From an optimization exercise on the open Yosys and OpenROAD flow, aimed at small area, a short achievable clock period and few clock cycles per item; shortcuts taken in it are not production practice.
RTL that was checked went through simulation tests only; none was proved equivalent to the original.
Power is estimated from default activity; no workload was simulated.

Setup of job 101:
==> flow/design.v <==
module apb_slave (
  input  logic        PCLK,
  input  logic        PRESETn,
  input  logic [31:0] PADDR,
  input  logic        PSEL,
  input  logic        PENABLE,
  input  logic        PWRITE,
  input  logic [31:0] PWDATA,
  output logic [31:0] PRDATA,
  output logic        PREADY,
  output logic        PSLVERR
);
  logic [15:0] [31:0] registers;
  logic [15:0]        written;
  logic [15:0]        wsel;
  logic       addr_valid;
  logic [15:0] addr_dec;
  assign addr_valid = (PADDR[31:6] == 0);
  assign addr_dec   = 16'b1 << PADDR[5:2];
  always_ff @(posedge PCLK or negedge PRESETn) begin
    if (!PRESETn) begin
      wsel    <= '0;
      written <= '0;
    end else begin
      wsel    <= (PSEL && !PENABLE && PWRITE && addr_valid) ? addr_dec : 16'b0;
      written <= written | wsel;
    end
  end
  always_ff @(posedge PCLK) begin
    for (int i = 0; i < 16; i++)
      if (wsel[i])
        registers[i] <= PWDATA;
  end
  logic [31:0] rdata;
  always_comb begin
    rdata = '0;
    for (int i = 0; i < 16; i++)
      if (addr_dec[i] && written[i])
        rdata = rdata | registers[i];
  end
  always_ff @(posedge PCLK) begin
    PRDATA  <= rdata;
    PSLVERR <= !addr_valid;
  end
  assign PREADY = 1'b1;
endmodule
Settings: LEC_CHECK=0, CAP_MARGIN=20, CORE_MARGIN=2, CORE_UTILIZATION=40, SETUP_SLACK_MARGIN=3.2, SLEW_MARGIN=20; clock period 5.0 ns.
run.sh (not shown) runs the stock make flow with config.mk's settings and CLKGATE_MAP_FILE= SYNTH_SCRIPT=/design/flow/synth_recipe.tcl, a recipe that flattens the netlist after the stock synthesis.
Testbench counts of job 101, summed over its fixed seeds: cycles 32,000, transfers 16,000.
[inputs] job 102 vs job 101
# job 101
export LEC_CHECK = 0
export CAP_MARGIN = 20
export CORE_MARGIN = 2
export CORE_UTILIZATION = 40
export SETUP_SLACK_MARGIN = 3.2
export SLEW_MARGIN = 20
create_clock -name core_clock -period 5.0 [get_ports {PCLK}]
# job 102
export LEC_CHECK = 0
export CAP_MARGIN = 20
export CORE_MARGIN = 2
export CORE_UTILIZATION = 40
export SETUP_SLACK_MARGIN = 2.5
export SLEW_MARGIN = 20
create_clock -name core_clock -period 5.0 [get_ports {PCLK}]
==> comparison <==
Job 102: done, clean on timing, DRC and antenna. Summary of job 102 over job 101: sequential cell area comparable; wire length of the first global-routing pass has decreased; worst path buffer plus inverter count now sits lower; power dissipated by switching net loads went down. Final antenna diode count: lower on job 102. The worst-case hold slack reported for job 102 is smaller than that of job 101 by 16 ps. Note that the leakage power total recorded for job 101 amounts to 1.11 times the value seen in job 102.


## rev 12
RTL: the design.v shown in full above, as it stands there.
Settings: LEC_CHECK=0, CAP_MARGIN=20, CORE_MARGIN=2, CORE_UTILIZATION=40, CTS_BUF_LIST=sky130_fd_sc_hd__clkbuf_4 sky130_fd_sc_hd__clkbuf_8, SETUP_SLACK_MARGIN=2.5, SLEW_MARGIN=20; clock period 5.0 ns.
Rev 12: full flow OK, the timing, DRC and antenna checks passed
Testbench counts of rev 12, summed over its fixed seeds: cycles 32,000, transfers 16,000.
The following lists how rev 13 was set up differently from rev 12:
Settings: clearing SETUP_SLACK_MARGIN, which used to be 2.5; clearing CTS_BUF_LIST, which used to be sky130_fd_sc_hd__clkbuf_4 sky130_fd_sc_hd__clkbuf_8.
==> notes.md <==
Compared rev 13 vs rev 12, and post-route fraction of the period consumed by the critical path is up in rev 13. In the tables for rev 12 and rev 13, detailed-route wire length reads lower with rev 13. Layout buffering overhead excluding clock cells delta (rev 12 -> rev 13): insignificant. Cmp rev 12 and rev 13 / slew at the pin closest to its max-slew limit / lower: rev 13.


Another version of the RTL of apb_slave (not shown whole).
Size: roughly 1,000 cells after synthesis, about 100 I/O pins, ~20,000 um^2 of cells after synthesis.
clock: 5.0 ns
lec_check: 0
cap_margin: 20
core_margin: 2
core_utilization: 40
cts_cluster_diameter: 100
cts_cluster_size: 30
setup_slack_margin: 3.0
slew_margin: 20
synth_hierarchical: 1
standard.sh (not shown) runs the stock make flow with config.mk's settings and CLKGATE_MAP_FILE= SYNTH_SCRIPT=/design/flow/synth_recipe.tcl, a recipe that flattens the netlist after the stock synthesis.
==> flow/flow/run.sh <==
#!/bin/bash
# The standard layout, with every port buffered by a plain buf_1 (ORFS's
# buffer_ports otherwise picks a delay cell); repair_timing resizes as needed.
set -euo pipefail
bash standard.sh finish "BUFFER_PORTS_ARGS=-buffer_cell sky130_fd_sc_hd__buf_1" > standard.log 2>&1
Testbench counts at the start, summed over its fixed seeds: cycles 32,000, transfers 16,000.
Next try:
--- a/flow/config.mk
+++ b/flow/config.mk
@@ -10,0 +11 @@
+export CTS_BUF_LIST = sky130_fd_sc_hd__clkbuf_8 sky130_fd_sc_hd__clkbuf_16
Result:
- global-route usage does not change
- total power falls by about 0.45%
- clock power hardly moves
- setup slack gets worse by 4.1 ps
- register-to-register slack gains 20 ps
- critical path depth does not change
- routed wire length hardly moves
- die area is unchanged
- count of clock-buffer cells in the layout fell by 17
- first-iteration DRC count grows by 2.2%


Setup of run 1:
Another version of the RTL of apb_slave (not shown whole).
Size in the first run: about 560 flip-flops, ~100 I/O pins, about 20000 um2 of cells after synthesis.
Settings: LEC_CHECK=0, CAP_MARGIN=20, CORE_MARGIN=2, CORE_UTILIZATION=75, CTS_CLUSTER_DIAMETER=100, CTS_CLUSTER_SIZE=30, SETUP_SLACK_MARGIN=3.0, SLEW_MARGIN=20, SYNTH_HIERARCHICAL=1; clock period 5.0 ns.
Scripts as last shown in full above: flow/flow/run.sh
Run 1 completed end to end with timing, DRC and antenna clean.
Setup changes, run 1 to run 2
Settings: CORE_UTILIZATION: 75 -> 40; SETUP_SLACK_MARGIN: 3.0 -> 2.8.
==> comparison <==
Run 2 went all the way through the flow, and no timing, DRC or antenna check failed. Run 1 → run 2: final core utilization now sits lower; total of plain and repair buffers excluding clock buffers now sits lower; wire length now sits lower. Summary of run 2 over run 1: clock buffer count went down 5.1%; actual transition at the worst max-transition pin climbed 0.0035 ns; part of the power in the clock network rose by 0.8 points; required time at the worst-slack endpoint has increased.
> inputs changed (run 2 -> run 3)
Settings: SETUP_SLACK_MARGIN now 3.2, was 2.8.
==> comparison <==
- As far as mean instance size in the synthesized netlist goes, run 3 and run 2 are indistinguishable; the numbers are identical.
- Per the comparison of run 3 with run 2, count of clock-buffer cells in the layout rose by 2, internal cell power went up 1.0%, smallest setup slack after layout now larger.
- Summary of run 3 over run 2: mean number of vias per cell level, combinational power share climbed 0.6 points, number of multi-input combinational cells climbed about 2%.
## Diff of input files: run 4 against run 3
Settings: swapping 40 for 60 in CORE_UTILIZATION; swapping 3.2 for 3.0 in SETUP_SLACK_MARGIN.
==> comparison <==
Compared to run 3, run 4 has power about 1.7% lower. Design internal power: run 4 < run 3. Source of the critical timing path = PRDATA[0]: run 3; source of the critical timing path = PRDATA[19]: run 4. Worst hold margin across run 3 and run 4: no real change. Relative to run 3, area added between synthesis and finish decreased by 9.0 points in run 4. Run 3 → run 4: relative contribution of the clock network to total power lost 0.9 points, final critical-path share of the clock period lost 0.86 points, met3 track utilization from global routing neither gained nor lost much, global-route usage picked up an extra 8.1 points, final area lost 7.1%. Against run 3, run 4 reports a final cell count that is lower. Highest routed metal layer = met5: run 3; highest routed metal layer = met4: run 4.
No run of this note included a check of the RTL's function; only the layout flow was run.


Another version of the RTL of apb_slave (not shown whole).
Size in the first run: about 980 cells after synthesis, ~580 flip-flops, about 100 I/O pins, ~0.020 mm² of cells after synthesis.
## apb_slave
module apb_slave (
  input  logic        PCLK,
  input  logic        PRESETn,
  input  logic [31:0] PADDR,
  input  logic        PSEL,
  input  logic        PENABLE,
  input  logic        PWRITE,
  input  logic [31:0] PWDATA,
  output logic [31:0] PRDATA,
  output logic        PREADY,
  output logic        PSLVERR
);
==> flow/config.mk <==
export PLATFORM = sky130hd
export DESIGN_NAME = apb_slave
export DESIGN_NICKNAME = apb_slave
export VERILOG_FILES = /design/flow/design.v
export SDC_FILE = /design/flow/constraint.sdc
export NUM_CORES = 4
export LEC_CHECK = 0
export CAP_MARGIN = 20
export CORE_MARGIN = 2
export CORE_UTILIZATION = 40
export CTS_CLUSTER_DIAMETER = 100
export CTS_CLUSTER_SIZE = 30
export SETUP_SLACK_MARGIN = 2.95
export SLEW_MARGIN = 20
export SYNTH_HIERARCHICAL = 1
==> flow/constraint.sdc <==
create_clock -name core_clock -period 5.0 [get_ports {PCLK}]
set_input_delay 1.0000 -clock core_clock [delete_from_list [all_inputs] [get_ports {PCLK}]]
set_output_delay 1.0000 -clock core_clock [all_outputs]
set_load 0.01 [all_outputs]
Scripts as last shown in full above: flow/flow/run.sh
Testbench counts at the start, summed over its fixed seeds: cycles 32,000, transfers 16,000.
Edit:
SETUP_SLACK_MARGIN = 2.9   (was 2.95)
After rerunning:
- The changed run completed with no timing, DRC or antenna violations
- clock skew barely changes
- synthesized cell count does not change
- cell area goes down slightly
- die area does not change
Edit:
==> flow/flow/run.sh (replaced) <==
#!/bin/bash
# The standard layout, with every port buffered by a plain buf_1 (ORFS's
# buffer_ports otherwise picks a delay cell) and explicit CTS arguments.
set -euo pipefail
bash standard.sh finish "BUFFER_PORTS_ARGS=-buffer_cell sky130_fd_sc_hd__buf_1" "CTS_ARGS=-sink_clustering_enable -repair_clock_nets -sink_clustering_size 30 -sink_clustering_max_diameter 100 -num_static_layers 1" > standard.log 2>&1
SETUP_SLACK_MARGIN = 3.0   (was 2.9)
Effect: Final area goes up slightly; sequential cell count stays the same; synthesized area is unchanged; final cell count goes up slightly; utilization goes up by 0.87 points; setup slack improves by 0.0099 ns; total power hardly moves; worst hold slack degrades by 0.010 ns.
Edit:
==> flow/flow/run.sh (replaced) <==
#!/bin/bash
# The standard layout, with every port buffered by a plain buf_1 (ORFS's
# buffer_ports otherwise picks a delay cell); repair_timing resizes as needed.
set -euo pipefail
bash standard.sh finish "BUFFER_PORTS_ARGS=-buffer_cell sky130_fd_sc_hd__buf_1" > standard.log 2>&1
SETUP_SLACK_MARGIN = 2.8   (was 3.0)
Effect:
- The new run went through all stages and came out clean
- die area does not change
- clock power barely changes
- combinational power came out lower by about 20%
- clock-buffer cell count stays the same
- first-iteration DRC count rose by 0.66%
- wire length goes down by about 12%
- worst setup slack degrades by 0.11 ns
- sequential power is about the same


## run Y
apb_slave, a different RTL version from the one above (not shown whole).
Size in the first run: roughly 1000 cells after synthesis, about 100 I/O pins.
==> flow/config.mk <==
export PLATFORM = sky130hd
export DESIGN_NAME = apb_slave
export DESIGN_NICKNAME = apb_slave
export VERILOG_FILES = /design/flow/design.v
export SDC_FILE = /design/flow/constraint.sdc
export NUM_CORES = 4
export LEC_CHECK = 0
export CAP_MARGIN = 20
export CORE_MARGIN = 2
export CORE_UTILIZATION = 40
export SETUP_SLACK_MARGIN = 2.5
export SLEW_MARGIN = 20
export SYNTH_HIERARCHICAL = 1
==> flow/constraint.sdc <==
create_clock -name core_clock -period 5.0 [get_ports {PCLK}]
set_input_delay 1.0000 -clock core_clock [delete_from_list [all_inputs] [get_ports {PCLK}]]
set_output_delay 1.0000 -clock core_clock [all_outputs]
set_load 0.01 [all_outputs]
run.sh (not shown) runs the stock make flow with config.mk's settings and CLKGATE_MAP_FILE= SYNTH_SCRIPT=/design/flow/synth_recipe.tcl, a recipe that flattens the netlist after the stock synthesis.
Stock flow here: none of the scripts above is used.
Run Y went all the way through synthesis, placement and routing and the layout is clean on timing, DRC and antenna.
#### Input delta (run F over run Y)
# run Y
export LEC_CHECK = 0
export CAP_MARGIN = 20
export CORE_MARGIN = 2
export CORE_UTILIZATION = 40
export SETUP_SLACK_MARGIN = 2.5
export SLEW_MARGIN = 20
export SYNTH_HIERARCHICAL = 1
create_clock -name core_clock -period 5.0 [get_ports {PCLK}]
# run F
export LEC_CHECK = 0
export CAP_MARGIN = 20
export CORE_MARGIN = 2
export CORE_UTILIZATION = 40
export CTS_CLUSTER_DIAMETER = 100
export CTS_CLUSTER_SIZE = 25
export SETUP_SLACK_MARGIN = 2.5
export SLEW_MARGIN = 20
export SYNTH_HIERARCHICAL = 1
create_clock -name core_clock -period 5.0 [get_ports {PCLK}]
### Flow results
Run F vs run Y — switching power share of the total rose 0.48 points.
Reported for run F and run Y, number of buffers between clock root and the deepest sink turned out identical to the last digit.
Final area shrinks by a few percent when moving from run Y to run F.
Going from run Y to run F, global-route met3 utilization -2.0 points, share of total power in the clock network -12 points, shortest period the worst path allows +0.0031 ns.
For the area overhead of the layout relative to synthesis, run F came in 5.1 points lower than run Y did.
The setup slack of run F is smaller than that of run Y.
Function was not checked in any run of this note: the RTL went through the layout flow alone.


RTL: one of the versions met above, not the one the previous note started from.
For scale: ~980 cells after synthesis, about 580 flip-flops, ~100 I/O pins, ~20000 µm² of cells after synthesis.
==> flow/design.v (excerpt) <==
module apb_slave (
  input  logic        PCLK,
  input  logic        PRESETn,
  input  logic [31:0] PADDR,
  input  logic        PSEL,
  input  logic        PENABLE,
  input  logic        PWRITE,
  input  logic [31:0] PWDATA,
  output logic [31:0] PRDATA,
  output logic        PREADY,
  output logic        PSLVERR
);
Settings: LEC_CHECK=0, CAP_MARGIN=20, CORE_MARGIN=2, CORE_UTILIZATION=40, CTS_CLUSTER_DIAMETER=100, CTS_CLUSTER_SIZE=30, GPL_TIMING_DRIVEN=0, SETUP_SLACK_MARGIN=3.0, SLEW_MARGIN=20, SYNTH_HIERARCHICAL=1; clock period 5.0 ns.
standard.sh (not shown) runs the stock make flow with config.mk's settings and CLKGATE_MAP_FILE= SYNTH_SCRIPT=/design/flow/synth_recipe.tcl, a recipe that flattens the netlist after the stock synthesis.
==> flow/flow/run.sh <==
#!/bin/bash
# The standard layout, with every port buffered by a plain buf_1 (ORFS's
# buffer_ports otherwise picks a delay cell); repair_timing resizes as needed.
set -euo pipefail
bash standard.sh finish "BUFFER_PORTS_ARGS=-buffer_cell sky130_fd_sc_hd__buf_1" > standard.log 2>&1
The starting point ran to the end with no violations.
Testbench counts at the start, summed over its fixed seeds: cycles 32,000, transfers 16,000.
Then changed:
==> flow/flow/run.sh (replaced) <==
#!/bin/bash
# The standard layout, with every port buffered by a plain buf_1 (ORFS's
# buffer_ports otherwise picks a delay cell) and explicit CTS arguments.
set -euo pipefail
bash standard.sh finish "BUFFER_PORTS_ARGS=-buffer_cell sky130_fd_sc_hd__buf_1" "CTS_ARGS=-sink_clustering_enable -repair_clock_nets -sink_clustering_size 30 -sink_clustering_max_diameter 100 -sink_clustering_levels 1" > standard.log 2>&1
GPL_TIMING_DRIVEN = default   (was 0)
Effect:
- critical path depth does not change
- clock-buffer cell count came out higher by 1
- register-to-register slack gets worse by 70 ps
- wire length came out higher by 6.9%
- via count came out higher by 2.3%
- maximum frequency came out lower by 1.5%
- sequential power hardly moves
- setup slack gets worse by 32 ps
- non-clock buffer count came out lower by 35
- global-route usage came out higher by 0.56 points
- worst hold slack gets better by 28 ps
Then changed:
==> flow/flow/run.sh (replaced) <==
#!/bin/bash
# The standard layout, with every port buffered by a plain buf_1 (ORFS's
# buffer_ports otherwise picks a delay cell); repair_timing resizes as needed.
set -euo pipefail
bash standard.sh finish "BUFFER_PORTS_ARGS=-buffer_cell sky130_fd_sc_hd__buf_1" > standard.log 2>&1
Effect: Worst setup slack stays the same. Combinational power barely changes. Worst hold slack is unchanged. Register-to-register slack hardly moves. Critical path depth stays the same. Global-route usage stays the same. First-iteration DRC count does not change. Cell area is unchanged. Sequential share of layout area is unchanged.


v6:
Another version of the RTL of apb_slave (not shown whole).
For scale: about 980 cells after synthesis, ~560 flip-flops.
==> flow/config.mk <==
export PLATFORM = sky130hd
export DESIGN_NAME = apb_slave
export DESIGN_NICKNAME = apb_slave
export VERILOG_FILES = /design/flow/design.v
export SDC_FILE = /design/flow/constraint.sdc
export NUM_CORES = 4
export LEC_CHECK = 0
export CAP_MARGIN = 20
export CORE_MARGIN = 2
export CORE_UTILIZATION = 40
export CTS_CLUSTER_DIAMETER = 100
export CTS_CLUSTER_SIZE = 30
export SETUP_SLACK_MARGIN = 2.5
export SLEW_MARGIN = 20
export SYNTH_HIERARCHICAL = 1
==> flow/constraint.sdc <==
create_clock -name core_clock -period 5.0 [get_ports {PCLK}]
set_input_delay 1.0000 -clock core_clock [delete_from_list [all_inputs] [get_ports {PCLK}]]
set_output_delay 1.0000 -clock core_clock [all_outputs]
set_load 0.01 [all_outputs]
==> flow/flow/run.sh <==
#!/bin/bash
# The standard layout, with every port buffered by a plain buf_1 (ORFS's
# buffer_ports otherwise picks a delay cell); repair_timing resizes as needed.
set -euo pipefail
bash standard.sh finish "BUFFER_PORTS_ARGS=-buffer_cell sky130_fd_sc_hd__buf_1" > standard.log 2>&1
v6 finished all stages; the layout is clean.
Modified inputs, v7 compared to v6
Settings: SETUP_SLACK_MARGIN now 2.8, was 2.5.
==> notes.md <==
Between v7 and v6, the cell area is lower for v6. Re fraction of power consumed by combinational cells: v7 is 0.3 points up on v6. Higher initial antenna violation count goes to v7 over v6. Going from v6 to v7, required time of the critical path has increased; half-perimeter wire length after placement down 1300 µm.
No run of this note included a check of the RTL's function; only the layout flow was run.

-- re-timing with driven ports --
Ports are ideal in the flow. The routed layouts listed here were re-timed in OpenROAD.
Step 1, drivers: a clkbuf_16 drives PCLK and a buf_2 each remaining input, both assumed.
Step 2, shift: input delay + t, output delay - t, t = (earliest + latest rising clock arrival at the registers) / 2. This alone moves slack from input paths to output paths.
Slacks: ideal / step 1 / step 2; pairs: ideal / step 1.
| run | t (ns) | setup WS [ns] | worst register clock-pin slew, ns | worst slew at a driven data input, ns | pins driven straight from the clock port |
|---|---|---|---|---|---|
| job 101 | 0.676 | 2.804 / 2.817 / 2.141 | 0.07 / 0.07 | 0.16 | 1 |
| job 102 | 0.643 | 2.532 / 2.496 / 1.909 | 0.06 / 0.06 | 0.10 | 1 |
| rev 12 | 0.706 | 2.505 / 2.519 / 1.813 | 0.06 / 0.06 | 0.10 | 1 |
| rev 13 | 0.647 | 1.484 / 1.508 / 0.861 | 0.06 / 0.06 | 0.11 | 1 |
| the first run of note 3 | 0.610 | 2.947 / 2.892 / 2.410 | 0.12 / 0.12 | 0.10 | 1 |
| the second run of note 3 | 0.611 | 2.942 / 2.888 / 2.405 | 0.12 / 0.12 | 0.10 | 1 |
| run 1 | 0.602 | 2.889 / 2.901 / 2.308 | 0.11 / 0.11 | 0.07 | 1 |
| run 2 | 0.619 | 2.840 / 2.819 / 2.240 | 0.11 / 0.11 | 0.10 | 1 |
| run 3 | 0.625 | 2.925 / 2.866 / 2.326 | 0.12 / 0.12 | 0.13 | 1 |
| run 4 | 0.611 | 2.968 / 2.917 / 2.395 | 0.12 / 0.12 | 0.06 | 1 |
| the first run of note 5 | 0.625 | 2.963 / 2.912 / 2.360 | 0.11 / 0.11 | 0.09 | 1 |
| the second run of note 5 | 0.627 | 2.932 / 2.894 / 2.333 | 0.11 / 0.11 | 0.10 | 1 |
| the third run of note 5 | 0.629 | 2.941 / 2.885 / 2.391 | 0.11 / 0.11 | 0.08 | 1 |
| the fourth run of note 5 | 0.609 | 2.834 / 2.829 / 2.248 | 0.11 / 0.11 | 0.07 | 1 |
| run Y | 0.654 | 2.464 / 2.494 / 1.846 | 0.06 / 0.06 | 0.11 | 1 |
| run F | 0.629 | 2.461 / 2.490 / 1.868 | 0.11 / 0.11 | 0.11 | 1 |
| the first run of note 7 | 0.615 | 2.967 / 2.914 / 2.337 | 0.12 / 0.12 | 0.14 | 1 |
| the second run of note 7 | 0.631 | 2.935 / 2.880 / 2.376 | 0.11 / 0.11 | 0.09 | 1 |
| the third run of note 7 | 0.631 | 2.935 / 2.880 / 2.376 | 0.11 / 0.11 | 0.09 | 1 |
| v6 | 0.621 | 2.552 / 2.578 / 1.957 | 0.12 / 0.12 | 0.09 | 1 |
| v7 | 0.621 | 2.785 / 2.805 / 2.184 | 0.12 / 0.12 | 0.09 | 1 |
After both steps setup and hold are still met in every run listed. For rev 12, which loses most, drivers alone change the setup slack by +0.014 ns; drivers and shift together by -0.692 ns.
